Source: an optimization exercise on an open RTL-to-GDS flow (aim: small area, a short achievable clock period and few clock cycles). Production flows keep margins and buffers that such runs may drop.
Where RTL was checked, it was by simulation tests only, not by an equivalence proof against the original.

==> inputs of 08-09 <==
Design matrix_alu, start of the top module:
module matrix_alu (
    input wire clk,
    input wire rst_n,
    input wire        start,
    input wire [2:0]  opcode,
    input wire [15:0] scalar_val,
    input wire [1:0]  slot_a_idx,
    input wire [1:0]  slot_b_idx,
    output reg        done,
    output reg        error,
    output reg [1:0]  mem_rd_slot,
    output reg [2:0]  mem_rd_row,
    output reg [2:0]  mem_rd_col,
    input  wire [15:0] mem_rd_data,
    input wire [2:0]  mem_current_m,
    input wire [2:0]  mem_current_n,
    output wire [1:0]  mem_wr_slot,
    output reg [2:0]  mem_wr_row,
    output reg [2:0]  mem_wr_col,
    output reg [15:0] mem_wr_data,
    output reg        mem_wr_we,
    output reg [2:0]  mem_res_m,
    output reg [2:0]  mem_res_n,
    output reg        mem_dim_we
);
    assign mem_wr_slot = 2'd2;
    wire is_add = (opcode == 3'd0);
    wire is_sub = (opcode == 3'd1);
    wire is_mul = (opcode == 3'd2);
    wire is_sca = (opcode == 3'd3);
    wire is_tra = (opcode == 3'd4);
    wire bad_op = opcode[2] & (opcode[1] | opcode[0]);
    wire two_ph = ~opcode[2];                   
    wire mulsca = is_mul | is_sca;
    reg       s1;          
    reg       rd_act;      
    reg       c1;          
    reg       phb;         
    reg       phbm;        
    reg [2:0] i, j, k;
    reg [2:0] dma, dna;    
    reg        e1, e2, e_first, e_last, e2_last, f_v;
    reg [15:0] a_hold, b_cur, cs_s, cs_c;
    reg [3:0]  bo, bt, bn;    
    always @(*) begin
        mem_rd_row = phbm ? k : i;
        mem_rd_col = phbm ? j : k;
    end
    wire       go     = start & ~bad_op;
    wire       rd_now = s1 | rd_act;
    wire [2:0] ma_e   = s1 ? mem_current_m : dma;
    wire [2:0] na_e   = s1 ? mem_current_n : dna;
    wire [2:0] nb_e   = c1 ? mem_current_n : mem_res_n;
    wire mism = c1 & (((is_add | is_sub) & ((mem_current_m != dma) | (mem_current_n != dna))) |
                      (is_mul & (mem_current_m != dna)));
    wire i_max = (i == ma_e - 3'd1);
    wire k_max = (k == na_e - 3'd1);
    wire j_max = (j == nb_e - 3'd1);
    wire adv    = rd_now & (phb | ~two_ph) & ~mism;
    wire end_rd = adv & i_max & k_max & (~is_mul | j_max);
  ...
==> flow/config.mk <==
export PLATFORM = sky130hd
export DESIGN_NAME = matrix_alu
export DESIGN_NICKNAME = matrix_alu
export VERILOG_FILES = /design/flow/design.v
export SDC_FILE = /design/flow/constraint.sdc
export NUM_CORES = 4
export LEC_CHECK = 0
export CAP_MARGIN = 20
export CORE_MARGIN = 2
export CORE_UTILIZATION = 40
export SETUP_SLACK_MARGIN = 4
export SLEW_MARGIN = 20
==> flow/constraint.sdc <==
create_clock -name core_clock -period 8.0 [get_ports {clk}]
set_input_delay 1.6000 -clock core_clock [delete_from_list [all_inputs] [get_ports {clk}]]
set_output_delay 1.6000 -clock core_clock [all_outputs]
set_load 0.01 [all_outputs]
run.sh (not shown) runs the stock make flow with config.mk's settings and CLKGATE_MAP_FILE= SYNTH_SCRIPT=/design/flow/synth_recipe.tcl, a recipe that flattens the netlist after the stock synthesis.
==> 11-15 (differences from 08-09) <==
--- a/flow/design.v
+++ b/flow/design.v
@@ -38,11 +38,11 @@
     reg       c1;          
     reg       phb;         
     reg       phbm;        
     reg [2:0] i, j, k;
     reg [2:0] dma, dna;    
-    reg        e1, e2, e_first, e_last, e2_last, f_v;
+    reg        e1, e2, e_first, e_last, e2_last, f_v, e_ew;
     reg [15:0] a_hold, b_cur, cs_s, cs_c;
     reg [3:0]  bo, bt, bn;    
     always @(*) begin
         mem_rd_row = phbm ? k : i;
         mem_rd_col = phbm ? j : k;
@@ -57,36 +57,25 @@
     wire i_max = (i == ma_e - 3'd1);
     wire k_max = (k == na_e - 3'd1);
     wire j_max = (j == nb_e - 3'd1);
     wire adv    = rd_now & (phb | ~two_ph) & ~mism;
     wire end_rd = adv & i_max & k_max & (~is_mul | j_max);
-    wire nphb   = rd_now & two_ph & ~mism & ~phb;
+    wire nphb   = (rd_now & two_ph & ~mism & ~phb) | (go & is_sca);
     always @(posedge clk or negedge rst_n) begin
         if (!rst_n) begin
-            s1 <= 1'b0; rd_act <= 1'b0; c1 <= 1'b0; phb <= 1'b0; phbm <= 1'b0;
-            mem_rd_slot <= 2'd0;
+            s1 <= 1'b0; rd_act <= 1'b0; c1 <= 1'b0; phb <= 1'b0;
             i <= 3'd0; j <= 3'd0; k <= 3'd0;
-            dma <= 3'd0; dna <= 3'd0;
-            e1 <= 1'b0; e2 <= 1'b0; e_first <= 1'b0; e_last <= 1'b0; e2_last <= 1'b0; f_v <= 1'b0;
+            e1 <= 1'b0; e2 <= 1'b0; f_v <= 1'b0; e_ew <= 1'b0;
             mem_wr_we <= 1'b0; mem_wr_row <= 3'd0; mem_wr_col <= 3'd0;
-            mem_res_m <= 3'd0; mem_res_n <= 3'd0; mem_dim_we <= 1'b0;
+            mem_dim_we <= 1'b0;
             done <= 1'b0; error <= 1'b0;
         end else begin
             s1 <= go;
             c1 <= s1 & two_ph;
-            if (s1) begin
-                dma <= mem_current_m;
-                dna <= mem_current_n;
-                mem_res_m <= is_tra ? mem_current_n : mem_current_m;
-                mem_res_n <= is_tra ? mem_current_m : mem_current_n;
-            end
-            if (c1 & is_mul) mem_res_n <= mem_current_n;
             if (mism | end_rd) rd_act <= 1'b0;
             else if (rd_now) rd_act <= 1'b1;
             phb  <= nphb;
-            phbm <= nphb & is_mul;
-            mem_rd_slot <= (nphb & ~is_sca) ? slot_b_idx : slot_a_idx;
             if (adv) begin
                 if (is_tra) begin
                     if (i_max) begin
                         i <= 3'd0;
                         k <= k_max ? 3'd0 : k + 3'd1;
@@ -98,16 +87,14 @@
                         i <= i_max ? 3'd0 : i + 3'd1;
                     end else j <= j + 3'd1;
                 end else k <= k + 3'd1;
             end
             e1      <= adv & mulsca;
-            e_first <= ~is_mul | (k == 3'd0);
-            e_last  <= ~is_mul | k_max;
             e2      <= e1;
-            e2_last <= e_last;
             f_v     <= e2 & e2_last;
-            mem_wr_we <= (adv & ~mulsca) | f_v;
+            e_ew    <= adv & ~mulsca;
+            mem_wr_we <= e_ew | f_v;
             done <= 1'b0;
             if (mem_wr_we) begin
                 if (mem_wr_col == mem_res_n - 3'd1) begin
                     mem_wr_col <= 3'd0;
                     if (mem_wr_row == mem_res_m - 3'd1) begin
@@ -314,21 +301,35 @@
     wire t187 = t185 ^ t181 ^ t186;
     wire t188 = t183 ^ t187;
     wire [15:0] cs_s_n = {t188, t175, t167, t159, t151, t143, t135, t127, t119, t111, t105, t99, t95, t92, t89, t0};
     wire [15:0] cs_c_n = {1'b0, t182, t174, t166, t158, t150, t142, t134, t126, t118, t110, t104, t98, t94, t90, t88};
     always @(posedge clk) begin
+        if (s1) begin
+            dma <= mem_current_m;
+            dna <= mem_current_n;
+            mem_res_m <= is_tra ? mem_current_n : mem_current_m;
+            mem_res_n <= is_tra ? mem_current_m : mem_current_n;
+        end
+        if (c1 & is_mul) mem_res_n <= mem_current_n;
+        phbm <= nphb & is_mul;
+        mem_rd_slot <= (nphb & ~is_sca) ? slot_b_idx : slot_a_idx;
+        e_first <= ~is_mul | (k == 3'd0);
+        e_last  <= ~is_mul | k_max;
+        e2_last <= e_last;
+    end
+    always @(posedge clk) begin
         if (start | (rd_now & two_ph & ~phb & ~is_sca))
             a_hold <= is_sca ? scalar_val : mem_rd_data;
-        b_cur <= phb ? mem_rd_data : {b_cur[7:0], 8'd0};
+        b_cur <= (phb | ~two_ph) ? mem_rd_data : {b_cur[7:0], 8'd0};
         for (d = 0; d < 4; d = d + 1) begin
             bo[d] <= bsrc[2*d+1] ^ bsrc[2*d];
             bt[d] <= (bsrc[2*d+2] & ~bsrc[2*d+1] & ~bsrc[2*d]) | (~bsrc[2*d+2] & bsrc[2*d+1] & bsrc[2*d]);
             bn[d] <= bsrc[2*d+2];
         end
         cs_s <= cs_s_n;
         cs_c <= cs_c_n;
         if (mulsca)      mem_wr_data <= cs_s + cs_c;
-        else if (is_add) mem_wr_data <= a_hold + mem_rd_data;
-        else if (is_sub) mem_wr_data <= a_hold - mem_rd_data;
-        else             mem_wr_data <= mem_rd_data;
+        else if (is_add) mem_wr_data <= a_hold + b_cur;
+        else if (is_sub) mem_wr_data <= a_hold - b_cur;
+        else             mem_wr_data <= b_cur;
     end
 endmodule
- CORE_UTILIZATION: 40 -> 60
- CTS_BUF_LIST: unset -> sky130_fd_sc_hd__clkbuf_4 sky130_fd_sc_hd__clkbuf_8
- SETUP_SLACK_MARGIN: 4 -> 5
==> 08-07 (differences from 08-09) <==
--- a/flow/design.v
+++ b/flow/design.v
@@ -38,11 +38,11 @@
     reg       c1;          
     reg       phb;         
     reg       phbm;        
     reg [2:0] i, j, k;
     reg [2:0] dma, dna;    
-    reg        e1, e2, e_first, e_last, e2_last, f_v;
+    reg        e1, e2, e_first, e_last, e2_last, f_v, e_ew;
     reg [15:0] a_hold, b_cur, cs_s, cs_c;
     reg [3:0]  bo, bt, bn;    
     always @(*) begin
         mem_rd_row = phbm ? k : i;
         mem_rd_col = phbm ? j : k;
@@ -55,39 +55,32 @@
     wire mism = c1 & (((is_add | is_sub) & ((mem_current_m != dma) | (mem_current_n != dna))) |
                       (is_mul & (mem_current_m != dna)));
     wire i_max = (i == ma_e - 3'd1);
     wire k_max = (k == na_e - 3'd1);
     wire j_max = (j == nb_e - 3'd1);
-    wire adv    = rd_now & (phb | ~two_ph) & ~mism;
+    reg  kill;             
+    wire adv    = rd_now & (phb | ~two_ph) & ~kill;
     wire end_rd = adv & i_max & k_max & (~is_mul | j_max);
-    wire nphb   = rd_now & two_ph & ~mism & ~phb;
+    wire nphb   = (rd_now & two_ph & ~kill & ~phb) | (go & is_sca);
     always @(posedge clk or negedge rst_n) begin
         if (!rst_n) begin
-            s1 <= 1'b0; rd_act <= 1'b0; c1 <= 1'b0; phb <= 1'b0; phbm <= 1'b0;
-            mem_rd_slot <= 2'd0;
+            s1 <= 1'b0; rd_act <= 1'b0; c1 <= 1'b0; phb <= 1'b0; kill <= 1'b0;
             i <= 3'd0; j <= 3'd0; k <= 3'd0;
-            dma <= 3'd0; dna <= 3'd0;
-            e1 <= 1'b0; e2 <= 1'b0; e_first <= 1'b0; e_last <= 1'b0; e2_last <= 1'b0; f_v <= 1'b0;
+            e1 <= 1'b0; e2 <= 1'b0; f_v <= 1'b0; e_ew <= 1'b0;
             mem_wr_we <= 1'b0; mem_wr_row <= 3'd0; mem_wr_col <= 3'd0;
-            mem_res_m <= 3'd0; mem_res_n <= 3'd0; mem_dim_we <= 1'b0;
+            mem_dim_we <= 1'b0;
             done <= 1'b0; error <= 1'b0;
         end else begin
             s1 <= go;
             c1 <= s1 & two_ph;
-            if (s1) begin
-                dma <= mem_current_m;
-                dna <= mem_current_n;
-                mem_res_m <= is_tra ? mem_current_n : mem_current_m;
-                mem_res_n <= is_tra ? mem_current_m : mem_current_n;
-            end
-            if (c1 & is_mul) mem_res_n <= mem_current_n;
-            if (mism | end_rd) rd_act <= 1'b0;
+            kill <= mism;
+            if (kill | end_rd) rd_act <= 1'b0;
             else if (rd_now) rd_act <= 1'b1;
             phb  <= nphb;
-            phbm <= nphb & is_mul;
-            mem_rd_slot <= (nphb & ~is_sca) ? slot_b_idx : slot_a_idx;
-            if (adv) begin
+            if (kill) begin
+                i <= 3'd0; j <= 3'd0; k <= 3'd0;
+            end else if (adv) begin
                 if (is_tra) begin
                     if (i_max) begin
                         i <= 3'd0;
                         k <= k_max ? 3'd0 : k + 3'd1;
                     end else i <= i + 3'd1;
@@ -98,16 +91,14 @@
                         i <= i_max ? 3'd0 : i + 3'd1;
                     end else j <= j + 3'd1;
                 end else k <= k + 3'd1;
             end
             e1      <= adv & mulsca;
-            e_first <= ~is_mul | (k == 3'd0);
-            e_last  <= ~is_mul | k_max;
-            e2      <= e1;
-            e2_last <= e_last;
+            e2      <= e1 & ~kill;
             f_v     <= e2 & e2_last;
-            mem_wr_we <= (adv & ~mulsca) | f_v;
+            e_ew    <= adv & ~mulsca;
+            mem_wr_we <= (e_ew & ~kill) | f_v;
             done <= 1'b0;
             if (mem_wr_we) begin
                 if (mem_wr_col == mem_res_n - 3'd1) begin
                     mem_wr_col <= 3'd0;
                     if (mem_wr_row == mem_res_m - 3'd1) begin
@@ -314,21 +305,35 @@
     wire t187 = t185 ^ t181 ^ t186;
     wire t188 = t183 ^ t187;
     wire [15:0] cs_s_n = {t188, t175, t167, t159, t151, t143, t135, t127, t119, t111, t105, t99, t95, t92, t89, t0};
     wire [15:0] cs_c_n = {1'b0, t182, t174, t166, t158, t150, t142, t134, t126, t118, t110, t104, t98, t94, t90, t88};
     always @(posedge clk) begin
+        if (s1) begin
+            dma <= mem_current_m;
+            dna <= mem_current_n;
+            mem_res_m <= is_tra ? mem_current_n : mem_current_m;
+            mem_res_n <= is_tra ? mem_current_m : mem_current_n;
+        end
+        if (c1 & is_mul) mem_res_n <= mem_current_n;
+        phbm <= nphb & is_mul;
+        mem_rd_slot <= (nphb & ~is_sca) ? slot_b_idx : slot_a_idx;
+        e_first <= ~is_mul | (k == 3'd0);
+        e_last  <= ~is_mul | k_max;
+        e2_last <= e_last;
+    end
+    always @(posedge clk) begin
         if (start | (rd_now & two_ph & ~phb & ~is_sca))
             a_hold <= is_sca ? scalar_val : mem_rd_data;
-        b_cur <= phb ? mem_rd_data : {b_cur[7:0], 8'd0};
+        b_cur <= (phb | ~two_ph) ? mem_rd_data : {b_cur[7:0], 8'd0};
         for (d = 0; d < 4; d = d + 1) begin
             bo[d] <= bsrc[2*d+1] ^ bsrc[2*d];
             bt[d] <= (bsrc[2*d+2] & ~bsrc[2*d+1] & ~bsrc[2*d]) | (~bsrc[2*d+2] & bsrc[2*d+1] & bsrc[2*d]);
             bn[d] <= bsrc[2*d+2];
         end
         cs_s <= cs_s_n;
         cs_c <= cs_c_n;
         if (mulsca)      mem_wr_data <= cs_s + cs_c;
-        else if (is_add) mem_wr_data <= a_hold + mem_rd_data;
-        else if (is_sub) mem_wr_data <= a_hold - mem_rd_data;
-        else             mem_wr_data <= mem_rd_data;
+        else if (is_add) mem_wr_data <= a_hold + b_cur;
+        else if (is_sub) mem_wr_data <= a_hold - b_cur;
+        else             mem_wr_data <= b_cur;
     end
 endmodule
- CORE_UTILIZATION: 40 -> 60
- CTS_BUF_LIST: unset -> sky130_fd_sc_hd__clkbuf_4 sky130_fd_sc_hd__clkbuf_8
- SETUP_SLACK_MARGIN: 4 -> 5
==> impl_metrics.py <==
metrics = {
    "layout": {
        "fin_area_um2": 11500,
        "final_common_cell": "xnor2_1",
    },
    "routing": {
        "met3_wirelength_um": 1580,
        "wl_per_cell_um": 18.0,
    },
    "floorplanning": {
        "taps": 211,
        "initial_core_util_pct": 61.6,
    },
    "status": {
        "status": "finished clean",
    },
    "setup_path": {
        "crit_fanout": 5,
        "worst_r2r_endpoint": "mem_wr_data[8]",
    },
    "clocking": {
        "insertion_delay_ps": 460,
    },
    "hold_path": {
        "min_to": "e2_last",
    },
    "synth": {
        "synth-compound-area-share_pct": 14.6,
        "synth_nets": 1126,
    },
    "sta": {
        "hold_slack_ps": 331,
    },
    "grt": {
        "grt_pass1_wl_um": 37100,
    },
}
[end of results for 11-15]
==> impl_metrics.py <==
metrics = {
    "hold_path": {
        "min_to": "e2_last",
    },
    "floorplanning": {
        "initial_core_util_pct": 41.0,
    },
    "routing": {
        "wl_per_cell_um": 18.7,
        "met3_wirelength_um": 1170,
    },
    "setup_path": {
        "worst_r2r_endpoint": "cs_s[15]",
        "crit_type": "in2reg",
        "crit_fanout": 6,
    },
    "layout": {
        "final_common_cell": "inv_1",
    },
    "grt": {
        "grt_pass1_wl_um": 42000,
    },
    "synth": {
        "synth-compound-area-share_pct": 15.8,
        "synth_nets": 1162,
    },
    "status": {
        "status": "finished clean",
    },
    "placement": {
        "placed_area_um2": 10800,
    },
    "clocking": {
        "insertion_delay_ps": 430,
    },
    "sta": {
        "hold_slack_ps": 348,
    },
}
[end of results for 08-09]
==> impl_metrics.py <==
metrics = {
    "routing": {
        "met3_wirelength_um": 1960,
        "wl_per_cell_um": 19.5,
    },
    "setup_path": {
        "worst_r2r_endpoint": "mem_wr_data[15]",
        "crit_fanout": 1,
    },
    "synth": {
        "synth-compound-area-share_pct": 14.7,
        "synth_nets": 1183,
    },
    "floorplanning": {
        "taps": 216,
        "fp-row-count": 46,
    },
    "status": {
        "status": "finished clean",
    },
    "clocking": {
        "insertion_delay_ps": 470,
    },
    "layout": {
        "fin_area_um2": 11900,
    },
}
[end of results for 08-07]
Testbench counts of 11-15, summed over its fixed seeds: cycles 11,568.
Function not checked in 08-09 and 08-07: the RTL went through the layout flow alone.

==> separate check: timing with driven ports <==
How much do the figures lean on ideal ports? The routed layouts below were timed once more, with nothing changed but the port constraints. Step 1: set_driving_cell puts a clkbuf_16 on clk and a buf_2 on each other input, an assumption about the parent block. Step 2 also shifts input and output timing later by t, the mid clock arrival at the registers, as if the neighbouring blocks saw the same clock. a / b / c = no drivers / after step 1 / after step 2; a / b = the first two.
run | shift t [ns] | setup slack, ns | worst setup path at the end
08-09 | 0.473 | 4.106 / 4.133 / 3.661 | input to register
11-15 | 0.486 | 4.890 / 4.884 / 4.398 | input to register
08-07 | 0.504 | 5.021 / 4.978 / 4.619 | input to register
After both steps every run listed still meets setup and hold. For 11-15, which loses most, drivers alone change the setup slack by -0.006 ns; drivers and shift together by -0.492 ns.
